Background: an optimization exercise with open tools, aiming at small area and a short achievable clock period. Do not read the settings as production practice. Only simulation tests tie the RTL to the original design; equivalence was not proved. Power is estimated from default activity; no workload was simulated.

### run.sh
#!/bin/bash
# synth_recipe.tcl (not shown) runs the flow's synth.tcl, then flattens the netlist and writes it again
# the make line also repeats each setting of config.mk as NAME=value (left out here)
make -C /OpenROAD-flow-scripts/flow DESIGN_CONFIG=/design/flow/config.mk WORK_HOME=/design/flow/orfs CLKGATE_MAP_FILE= SYNTH_SCRIPT=/design/flow/synth_recipe.tcl finish
### config.mk
export PLATFORM = sky130hd
export DESIGN_NAME = ALU_32_Bit_Top
export DESIGN_NICKNAME = ALU_32_Bit_Top
export VERILOG_FILES = /design/flow/design.v
export SDC_FILE = /design/flow/constraint.sdc
export NUM_CORES = 4
export LEC_CHECK = 0
export CAP_MARGIN = 20
export CORE_MARGIN = 2
export CORE_UTILIZATION = 40
export SLEW_MARGIN = 20
### constraint.sdc
create_clock -name core_clock -period 110.0 [get_ports {Clock_In}]
set_input_delay 22.0000 -clock core_clock [delete_from_list [all_inputs] [get_ports {Clock_In}]]
set_output_delay 22.0000 -clock core_clock [all_outputs]
set_load 0.01 [all_outputs]
### design.v
module ALU_32_Bit (
    input         Enable_In,
    input  [3:0]  ALU_Operation_Select_In,
    input  [31:0] Data_A_In,
    input  [31:0] Data_B_In,
    output [31:0] Result_Out,
    output        Carry_Out
);
reg [32:0] ALU_Results;
assign Result_Out = Enable_In ? ALU_Results[31:0] : 32'b0;
assign Carry_Out  = Enable_In ? ALU_Results[32]   : 1'b0;
always @ (*)
    begin
        case (ALU_Operation_Select_In)
            4'h0    : begin ALU_Results <= Data_A_In + 1'b1;            end  
            4'h1    : begin ALU_Results <= Data_A_In - 1'b1;            end  
            4'h2    : begin ALU_Results <= Data_A_In + Data_B_In;       end  
            4'h3    : begin ALU_Results <= Data_A_In - Data_B_In;       end  
            4'h4    : begin ALU_Results <= Data_B_In - Data_A_In;       end  
            4'h5    : begin ALU_Results <= Data_A_In * Data_B_In;       end  
            4'h6    : begin ALU_Results <= (Data_B_In == 32'b0) ? {1'b0, 32'hFFFFFFFF} : Data_A_In / Data_B_In; end  
            4'h7    : begin ALU_Results <= (Data_B_In == 32'b0) ? {1'b0, Data_A_In}   : Data_A_In % Data_B_In; end  
            4'h8    : begin ALU_Results <= Data_A_In & Data_B_In;       end  
            4'h9    : begin ALU_Results <= Data_A_In | Data_B_In;       end  
            4'hA    : begin ALU_Results <= ~Data_A_In;                  end  
            4'hB    : begin ALU_Results <= ~Data_B_In;                  end  
            4'hC    : begin ALU_Results <= ~(Data_A_In & Data_B_In);    end  
            4'hD    : begin ALU_Results <= ~(Data_A_In | Data_B_In);    end  
            4'hE    : begin ALU_Results <= Data_A_In ^ Data_B_In;       end  
            4'hF    : begin ALU_Results <= ~(Data_A_In ^ Data_B_In);    end  
            default : begin ALU_Results <= 33'b0;                       end
        endcase
    end
endmodule
module ALU_32_Bit_Top (
    input         Clock_In,
    input         Enable_In,
    input  [3:0]  ALU_Operation_Select_In,
    input  [31:0] Data_A_In,
    input  [31:0] Data_B_In,
    output [31:0] Result_Out,
    output        Carry_Out
);
reg [31:0] Result_Reg;
reg        Carry_Reg;
wire [31:0] ALU_Result;
wire        ALU_Carry;
always @ (posedge Clock_In)
    begin
        Result_Reg <= ALU_Result;
        Carry_Reg  <= ALU_Carry;
    end
ALU_32_Bit ALU_32_Bit_Inst (
    .Enable_In               (Enable_In),
    .ALU_Operation_Select_In (ALU_Operation_Select_In),
    .Data_A_In               (Data_A_In),
    .Data_B_In               (Data_B_In),
    .Result_Out              (ALU_Result),
    .Carry_Out               (ALU_Carry)
);
assign Result_Out = Result_Reg;
assign Carry_Out  = Carry_Reg;
endmodule
==> run notes <==
tightest hold or removal path: stages:
cell and delay (ns):
buf_4 0.27, o32ai_1 0.19, nor4_1 0.08, o22ai_1 0.13
final cells by class:
class                      count  area, µm²  area share, %
inverter                     759       2850           4.59
clock inverter                 1       30.0         0.0484
clock buffer                   7        143          0.230
sequential                    33        661           1.06
tap                         1903       2380           3.84
multi-input combinational   7059      53500           86.2
antenna                       16       40.0         0.0645
timing repair buffer         296       2460           3.96
worst max path at each step:
stage                  startpoint             end  slack [ns]  cells after the start
global route        Data_B_In[20]   Result_Reg[0]        0.02                    299
CTS                  Data_B_In[0]   Result_Reg[5]        2.13                    287
detailed placement   Data_B_In[0]   Result_Reg[5]        1.83                    287
floorplan            Data_B_In[0]   Result_Reg[0]       15.46                    310
finish              Data_B_In[24]  Result_Reg[19]        4.12                    288
global placement     Data_B_In[0]       Carry_Reg        2.62                    289
metal layers:
metal | track usage, % | vias up | routed length, µm
met5 | 0 | - | 74
li1 | - | 28905 | -
met3 | 9.29 | 973 | 37300
met4 | 24.2 | 12 | 22400
met2 | 58.5 | 4403 | 124000
met1 | 54.0 | 32247 | 124000
cell usage after synthesis, types with 33 or more instances:
library cell / number
nand2_1: 1038
ha_1: 815
nor2_1: 769
inv_1: 740
a21oi_1: 648
o21ai_0: 451
fa_1: 441
xnor2_1: 352
clkbuf_1: 276
a21o_1: 199
xor2_1: 198
nand3_1: 186
nor3_1: 184
o21a_1: 162
a31oi_1: 107
a211oi_1: 90
o211ai_1: 85
nand2b_1: 80
nor2b_1: 69
or3_1: 69
mux2i_1: 63
and3_1: 59
buf_1: 59
o31ai_1: 58
nand4_1: 57
o21bai_1: 57
o22ai_1: 55
or2_2: 53
o221ai_1: 50
and2_1: 45
mux2_2: 44
nor4_1: 44
a211o_1: 36
dfxtp_1: 33
cell usage in the layout, fill, tap and decap left out, drive strengths merged, types with 55 or more instances in the layout:
cell / count
inv: 744
nand4: 57
o21ai: 459
xnor2: 352
mux2i: 63
nand3: 186
clkdlybuf4s50: 87
or3: 69
buf: 209
nor3: 186
fa: 441
o21a: 163
a21o: 199
o31ai: 61
o211ai: 86
nand2b: 80
nand2: 1040
xor2: 198
o21bai: 57
nor2b: 69
a21oi: 653
nor2: 770
o22ai: 55
and3: 59
ha: 815
a211oi: 92
a31oi: 111
report_power, final:
group          total (mW)  internal, mW  switching (mW)
logic                1.80         0.655            1.14
clock network      0.0196        0.0114         0.00822
registers          0.0228        0.0156         0.00724
sequential cells by signal, summed over array words and instances (netlist names):
name,count
Result_Reg,32
Carry_Reg,1
through the flow:
stage	hold slack (ns)	instances
after floorplan	22.30	8205
after global placement	22.72	10047
after detailed placement	22.73	10049
after CTS	22.38	10057
after global routing	22.46	10061
final	22.40	10074
kinds of logic (layout without fill, tap and decap cells):
logic type      after synthesis  count (layout)  synth area share, %
mux                         108             108                 1.96
xor+xnor                    550             550                 8.29
other cells                   1              17              0.00645
simple gates               2748            2748                 21.4
flops                        33              33                 1.14
compound gates             2396            2396                 27.2
fa+ha+maj                  1256            1256                 32.7
buf+inv                    1113            1063                 7.30
==> metrics.md <==
| Metric | Value |
|---|---|
| Buffer and inverter count on the worst path | 18 |
| Lkg Pwr | between 20 and 30 nW |
| Synthesis-stage register bit count | 33 |
| Die X | a little under 400 µm |
| Overall routing resource usage | 40.3% |
| Setup bufs post-CTS | 0 |
| VDD IR max | slightly below 0.1 mV |
| Crit Path Max Fanout | 38 |
| Layout cells sized above 1 | around 5.7% |
| CP Launch Type | input pin |
| Cell area power density | roughly 30 nW/µm² |
| Top-Level Pins | roughly 100 |
| Initial antenna violation count | 19 |
| Post-synth EDFFs | 0 |
| Final WL | just over 300,000 µm |
| Yosys cell types | 110 |
| Nets | about 9.5k |
| CTS tree | built |
| Vias in the first global route | about 62k |
| Worst slew pin tran | around 1.2 ns |
| RSZ-0062 raised after global routing | false |
| CTS Root Cell | clkbuf_16 |
| P&R area growth vs syn | 6.82% |
| Max Clock Freq | 9.45 MHz |
| First-pass GRT wire length | between 400,000 and 500,000 µm |
| Via density | 6.61 |
| DR vias | roughly 67k |
| Max Cap Viol | 0 |
| CTS clk-pin slew, worst paths | about 0.1 ns |
| Cts repair resizes | 0 |
| Yosys warnings | 2 |
| Post-synth top area share | 17.5% |
| Slew Viols, Final | 0 |
| PnR worst setup slack | 4.12 ns |
| TritonCTS Sinks | 33 |
| Max_slew headroom | about a fifth |
| Routability Congestion | ~1.1 |
| Outcome | complete, no violations |
| Final instance area | between 60,000 and 70,000 µm² |
| First-pass detailed-route iteration total | 7 |
| Top cells by area, synth | ha_1 (18%), fa_1 (15%), nand2_1 (6.7%), a21oi_1 (5.6%), xnor2_1 (5.3%) |
| Total Power | around 1.8 mW |
| Cell Area, Placed | 61,700 µm² |
| Post-Synthesis Cells | roughly 8.2k |
| H-tree levels | 2 |
| Detailed placement HPWL | approximately 240,000 µm |
| Detailed-route DRC error count | 0 |
| Synthesized area | around 58,000 µm² |
| Fin crit share | about 96% |
| Core area | between 100,000 and 150,000 µm² |
| Slowest CP cell | o31ai_2 |
| Longest Clk Path Bufs | 2 |
| WS Path Type | in -> reg |
| WHS Path Cells | 4 |
| Final setup fails | 0 |
| Synth async-reset ratio | 0% |
| Worst Hold Path EP | Result_Reg[3] |
| Sequential fraction of the synthesis area | approximately 1.1% |
| Largest net degree at the start of global routing | between 70 and 80 |
| Hold Path Class | in -> reg |
| Synthesized Nets | around 9.5k |
| WL/cell | just over 30 µm |
| Die area | between 100,000 and 150,000 µm² |
| DRT antenna net count | 0 |
| Total negative slack | 0 ns |
| Port bufs | about 100 |
| Largest area contributor in the netlist | ha_1 |
| CP dominant cell by count | ha_1 |
| Final core area utilization | 43.1% |
| Tmin final | 105.88 ns |
| Max incr delay on CP | roughly 0.76 ns |
| Num rows | between 100 and 150 |
| Die Ht | ~390 µm |
| Mean Syn Cell Area | just over 7 µm² |
| Hold buffer count at cts | 0 |
| Final count of hold timing violations | 0 |
| HP Start | ALU_Operation_Select_In[0] |
| Num CTS Buffers | 5 |
| # fillers | about 15k |
| Initial drt markers | between 9k and 10k |
| Initial Utilization | slightly above 40% |
| Critical Path RT | ~110 ns |
| Crit. End Element | flop |
| Primary FF master, synth | dfxtp_1 |
| Place WS | 1.83 ns |
| Critical Path AT | 106.04 ns |
| Top delay family on crit path | compound AO/OA/AOI/OAI gates |
| Total grt overflow | 0 |

afterwards: timing with drivers on the ports:
Ports are ideal in the flow. The routed layout listed here was re-timed in OpenROAD. Step 1 (the two cells are an assumption about what drives the block):
set clk [get_ports {Clock_In}]
set_driving_cell -lib_cell sky130_fd_sc_hd__clkbuf_16 $clk
set_driving_cell -lib_cell sky130_fd_sc_hd__buf_2 [delete_from_list [all_inputs] $clk]
Step 2 moves the port delays by t, midway between the first and last clock arrival at a register: inputs arrive t later, outputs are due t later. That takes back most of the time a late clock gives input paths. Three values: ideal ports, drivers, drivers and shift; two values: the first two.
shift t [ns]: 0.389
setup WS [ns]: 4.124 / 4.171 / 3.782
worst setup path at the end: input to register
worst register clock-pin slew, ns: 0.10 / 0.10
After both steps setup and hold are still met in this run. For this run, drivers alone change the setup slack by +0.047 ns; drivers and shift together by -0.342 ns.
